Context: an optimization exercise on an open-source flow, tuned for small area, a short achievable clock period and few clock cycles. The choices shown serve that exercise and are no tape-out recipe. In this exercise RTL edits were held to simulation tests only and were not proved equivalent to the original. Power is estimated from default activity; no workload was simulated.

P:
## cpu
module cpu (
        input clk, rstn,
        output [31:0] imem_addr,
        input  [31:0] imem_rdata,
        output [31:0] dmem_addr,
        output [31:0] dmem_wdata,
        output        dmem_we,
        input  [31:0] dmem_rdata
    );
export LEC_CHECK = 0
export CAP_MARGIN = 20
export CORE_MARGIN = 2
export CORE_UTILIZATION = 40
export CTS_BUF_LIST = sky130_fd_sc_hd__clkbuf_16
export CTS_CLUSTER_DIAMETER = 100
export CTS_CLUSTER_SIZE = 20
export PLACE_DENSITY = 0.6
export SETUP_SLACK_MARGIN = 5
export SLEW_MARGIN = 20
export TNS_END_PERCENT = 0
create_clock -name core_clock -period 10.0 [get_ports {clk}]
standard.sh (not shown) runs the stock make flow with config.mk's settings and CLKGATE_MAP_FILE= SYNTH_SCRIPT=/design/flow/synth_recipe.tcl, a recipe that flattens the netlist after the stock synthesis.
==> flow/flow/run.sh <==
#!/bin/bash
# The standard layout with a deeper setup repair target (repair_timing
# -setup_margin 7), buf_4 port buffers and a clock tree without dummy loads;
# make's output goes to flow_std.log (each step's log is under orfs/logs/).
set -euo pipefail
sed -e "s/SETUP_SLACK_MARGIN=[-0-9.]*/SETUP_SLACK_MARGIN=7/" standard.sh > flow_std.sh
bash flow_std.sh "BUFFER_PORTS_ARGS=-buffer_cell sky130_fd_sc_hd__buf_4" \
  "CTS_ARGS=-sink_clustering_enable -repair_clock_nets -sink_clustering_size 20 -sink_clustering_max_diameter 100 -buf_list sky130_fd_sc_hd__clkbuf_16 -dont_use_dummy_load" \
  finish > flow_std.log 2>&1
Testbench counts of P, summed over its fixed seeds: cycles 189,519.
Changes in Q relative to P:
--- a/flow/config.mk
+++ b/flow/config.mk
@@ -8,9 +8,9 @@
 export CAP_MARGIN = 20
 export CORE_MARGIN = 2
-export CORE_UTILIZATION = 40
+export CORE_UTILIZATION = 45
 export CTS_BUF_LIST = sky130_fd_sc_hd__clkbuf_16
 export CTS_CLUSTER_DIAMETER = 100
 export CTS_CLUSTER_SIZE = 20
-export PLACE_DENSITY = 0.6
+export PLACE_DENSITY = 0.65
 export SETUP_SLACK_MARGIN = 5
 export SLEW_MARGIN = 20
==> comparison <==
Q went all the way through synthesis, placement and routing and the layout is clean on timing, DRC and antenna.
Going from P to Q, non-clock buffer count shrank by a few percent.
Diff P -> Q: arrival time at the worst endpoint went up by 0.19 ns, global-route wire length before repair was more or less identical.
Global-route met3 utilization was higher in Q than in P.
Relative to P, tap cell count has decreased by 259 in Q.
Q against P: area overhead of the layout relative to synthesis went down, worst hold slack went down, met1 track utilization from global routing went up, final area went down.
Diff Q..P | buffer share of cell area | negligible
Edits applied to the flow inputs when going from Q to R:
==> flow/flow/run.sh <==
#!/bin/bash
# The standard layout with a deeper setup repair target (repair_timing
# -setup_margin 7) and buf_4 port buffers; make's output goes to flow_std.log.
set -euo pipefail
sed -e "s/SETUP_SLACK_MARGIN=[-0-9.]*/SETUP_SLACK_MARGIN=7/" standard.sh > flow_std.sh
bash flow_std.sh "BUFFER_PORTS_ARGS=-buffer_cell sky130_fd_sc_hd__buf_4" finish > flow_std.log 2>&1
--- a/flow/config.mk
+++ b/flow/config.mk
@@ -8,9 +8,9 @@
 export CAP_MARGIN = 20
 export CORE_MARGIN = 2
-export CORE_UTILIZATION = 45
+export CORE_UTILIZATION = 40
 export CTS_BUF_LIST = sky130_fd_sc_hd__clkbuf_16
 export CTS_CLUSTER_DIAMETER = 100
 export CTS_CLUSTER_SIZE = 20
-export PLACE_DENSITY = 0.65
+export PLACE_DENSITY = 0.6
 export SETUP_SLACK_MARGIN = 5
 export SLEW_MARGIN = 20
--- outcome ---
Q → R: routed wire length went up; global-route wire length before repair did not really move; buffers plus inverters on the worst setup path went up; reg2reg setup slack went up. Note that the die footprint recorded for Q amounts to 0.890 times the value seen in R. | clock latency on the worst-skew pair | R vs Q | ≈ equal |.
Edits applied to the flow inputs when going from R to S:
==> flow/flow/run.sh <==
#!/bin/bash
# The standard layout with a deeper setup repair target (repair_timing
# -setup_margin 7), buf_4 port buffers and a clock tree without dummy loads;
# make's output goes to flow_std.log (each step's log is under orfs/logs/).
set -euo pipefail
sed -e "s/SETUP_SLACK_MARGIN=[-0-9.]*/SETUP_SLACK_MARGIN=7/" standard.sh > flow_std.sh
bash flow_std.sh "BUFFER_PORTS_ARGS=-buffer_cell sky130_fd_sc_hd__buf_4" \
  "CTS_ARGS=-sink_clustering_enable -repair_clock_nets -sink_clustering_size 20 -sink_clustering_max_diameter 100 -buf_list sky130_fd_sc_hd__clkbuf_16 -dont_use_dummy_load" \
  finish > flow_std.log 2>&1
--- a/flow/config.mk
+++ b/flow/config.mk
@@ -8,5 +8,5 @@
 export CAP_MARGIN = 20
 export CORE_MARGIN = 2
-export CORE_UTILIZATION = 40
+export CORE_UTILIZATION = 50
 export CTS_BUF_LIST = sky130_fd_sc_hd__clkbuf_16
 export CTS_CLUSTER_DIAMETER = 100
Notes after the runs:
For R and S, there was not a single run that failed to finish clean.
On final period utilization, R tracks S almost exactly.
On sequential power, R and S are neck and neck.
Share of power burned in the clock network: S vs R down 2.0 points
S vs R — fraction of area in multi-input gates rose 0.77 points.
Summary: with R as the reference, count of clock-buffer cells in the layout in S moved down by a few percent.
Relative to R, the detailed-routed wire length on met2 measured on S has increased slightly.
Status: wire length after detailed routing parity (R, S)
When S is set beside R, its global-route usage turns out to be 9.8 points larger.

* * *

== lane 1 ==
cpu, a different RTL version from the one above (not shown whole).
For scale: roughly 4900 cells after synthesis, roughly 1300 flip-flops, roughly 160 I/O pins.
Settings: LEC_CHECK=0, CAP_MARGIN=20, CORE_MARGIN=2, CORE_UTILIZATION=40, PLACE_DENSITY=0.6, SETUP_SLACK_MARGIN=5, SLEW_MARGIN=20; clock period 10.0 ns.
==> flow/flow/run.sh <==
#!/bin/bash
# Standard layout; keep a copy of the scripts for reference.
cp standard.sh standard.sh.txt
bash standard.sh > standard.log 2>&1
Testbench counts of lane 1, summed over its fixed seeds: cycles 196,791.
Relative to lane 1, the following input files were edited for lane 2:
==> flow/run.sh (new file) <==
#!/bin/bash
# synth_recipe.tcl (not shown) runs the flow's synth.tcl, then flattens the netlist and writes it again
# the make line also repeats each setting of config.mk as NAME=value (left out here)
make -C /OpenROAD-flow-scripts/flow DESIGN_CONFIG=/design/flow/config.mk WORK_HOME=/design/flow/orfs CLKGATE_MAP_FILE= SYNTH_SCRIPT=/design/flow/synth_recipe.tcl finish
removed: flow/flow/run.sh
removed: flow/standard.sh
==> summary.txt <==
Lane 1 -> lane 2: number of non-clock buffers delta 0, exact match. Compared with lane 1, in lane 2 part of the power in the clock network ~0 delta; final worst hold slack ~0 delta; part of the cycle the worst path needs ~0 delta; met2 layer wire length in the routed design ~0 delta. Lane 2 ran to completion and came out clean on the timing, DRC and antenna checks. As far as power in sequential cells is concerned, lane 1 and lane 2 perform about the same. Number of flip-flops and latches in the synthesized netlist: lane 1 vs lane 2 identical. Diff lane 2..lane 1 | maximum number of pins on one net before global-route repair | unchanged. Re worst setup timing slack at the placement stage: no difference whatsoever between lane 1 and lane 2. On number of flip-flops and latches, lane 1 tracks lane 2 almost exactly. Comparing lane 1 against lane 2, there is no change at all in number of endpoints with negative hold slack in the final report.

* * *

Setup of rev 12:
cpu, a different RTL version from the one above (not shown whole).
Size in the first run: roughly 0.066 mm² of cells after synthesis.
Settings: LEC_CHECK=0, CAP_MARGIN=20, CORE_MARGIN=2, CORE_UTILIZATION=40, PLACE_DENSITY=0.6, SETUP_SLACK_MARGIN=5, SLEW_MARGIN=20, TNS_END_PERCENT=0; clock period 10.0 ns.
==> flow/flow/run.sh <==
#!/bin/bash
# The standard layout with a deeper setup repair target (repair_timing
# -setup_margin 7) and buf_4 port buffers; make's output goes to flow_std.log.
set -euo pipefail
sed -e "s/SETUP_SLACK_MARGIN=[-0-9.]*/SETUP_SLACK_MARGIN=7/" standard.sh > flow_std.sh
bash flow_std.sh "BUFFER_PORTS_ARGS=-buffer_cell sky130_fd_sc_hd__buf_4" finish > flow_std.log 2>&1
Testbench counts of rev 12, summed over its fixed seeds: cycles 189,519.
--- input diff rev 12..rev 13 ---
# rev 12
export LEC_CHECK = 0
export CAP_MARGIN = 20
export CORE_MARGIN = 2
export CORE_UTILIZATION = 40
export PLACE_DENSITY = 0.6
export SETUP_SLACK_MARGIN = 5
export SLEW_MARGIN = 20
export TNS_END_PERCENT = 0
create_clock -name core_clock -period 10.0 [get_ports {clk}]
# rev 13
export LEC_CHECK = 0
export CAP_MARGIN = 20
export CORE_MARGIN = 2
export CORE_UTILIZATION = 40
export CTS_BUF_LIST = sky130_fd_sc_hd__clkbuf_16
export CTS_CLUSTER_DIAMETER = 100
export CTS_CLUSTER_SIZE = 20
export PLACE_DENSITY = 0.6
export SETUP_SLACK_MARGIN = 5
export SLEW_MARGIN = 20
export TNS_END_PERCENT = 0
create_clock -name core_clock -period 10.0 [get_ports {clk}]
Findings:
Total power: higher on rev 12. Looking at number of clock buffers in the layout, rev 13 sits 103 lower than rev 12 does. Fmax: rev 13 above rev 12. Compared with rev 12, rev 13 shows number of nets in the layout that has gone down slightly. No stage failed in rev 12, and the final checks on the layout all came back clean. The flow did not stop early for rev 13: all stages ran, and the layout cleared the timing, DRC and antenna checks. | area growth from synthesis to layout | rev 13 vs rev 12 | 3.9 points lower |. Compared with rev 12, rev 13 shows summed area of non-filler cells in the final layout lower by 3.3%. Taking rev 12 as the reference, in rev 13 final instance count without filler cells lower, routed wire length went down, number of gates resized after CTS increased 113, antenna diode instance count rose 1, critical path depth now sits higher.

## what the ideal ports hide
The results above use ideal ports. As a check the final layouts listed here were re-extracted and re-timed, cells and wires unchanged. Step 1 (the two cells are an assumption about what drives the block):
set clk [get_ports {clk}]
set_driving_cell -lib_cell sky130_fd_sc_hd__clkbuf_16 $clk
set_driving_cell -lib_cell sky130_fd_sc_hd__buf_2 [delete_from_list [all_inputs] $clk]
Step 2 times the ports against the registers' clock, not the clock port: input delays grow and output delays shrink by t, the midpoint of the rising clock arrivals with the driver on. Slacks: no drivers / after step 1 / after step 2; pairs: no drivers / after step 1.
| run | t (ns) | setup WS [ns] | worst hold slack (ns) | worst setup path after step 2 | clock arrival spread, ns |
|---|---|---|---|---|---|
| P | 0.787 | 6.174 / 6.174 / 5.662 | 0.403 / 0.403 / 0.403 | input to register | 0.123 / 0.124 |
| Q | 0.796 | 5.949 / 5.949 / 5.492 | 0.389 / 0.389 / 0.389 | input to register | 0.119 / 0.118 |
| R | 0.824 | 6.076 / 6.076 / 5.657 | 0.395 / 0.395 / 0.395 | input to register | 0.067 / 0.067 |
| S | 0.793 | 6.075 / 6.075 / 5.738 | 0.410 / 0.410 / 0.410 | input to register | 0.115 / 0.115 |
| lane 1 | 0.867 | 5.257 / 5.257 / 5.257 | 0.372 / 0.372 / 0.372 | register to register | 0.040 / 0.040 |
| lane 2 | 0.867 | 5.257 / 5.257 / 5.257 | 0.372 / 0.372 / 0.372 | register to register | 0.040 / 0.040 |
| rev 12 | 0.898 | 6.141 / 6.141 / 5.512 | 0.395 / 0.395 / 0.395 | input to register | 0.071 / 0.070 |
| rev 13 | 0.844 | 6.170 / 6.170 / 5.601 | 0.398 / 0.398 / 0.398 | input to register | 0.099 / 0.099 |
After both steps every run listed still meets setup and hold. The setup slack of rev 12, which loses most, moves by 0.000 ns with the drivers and by -0.629 ns with both steps.
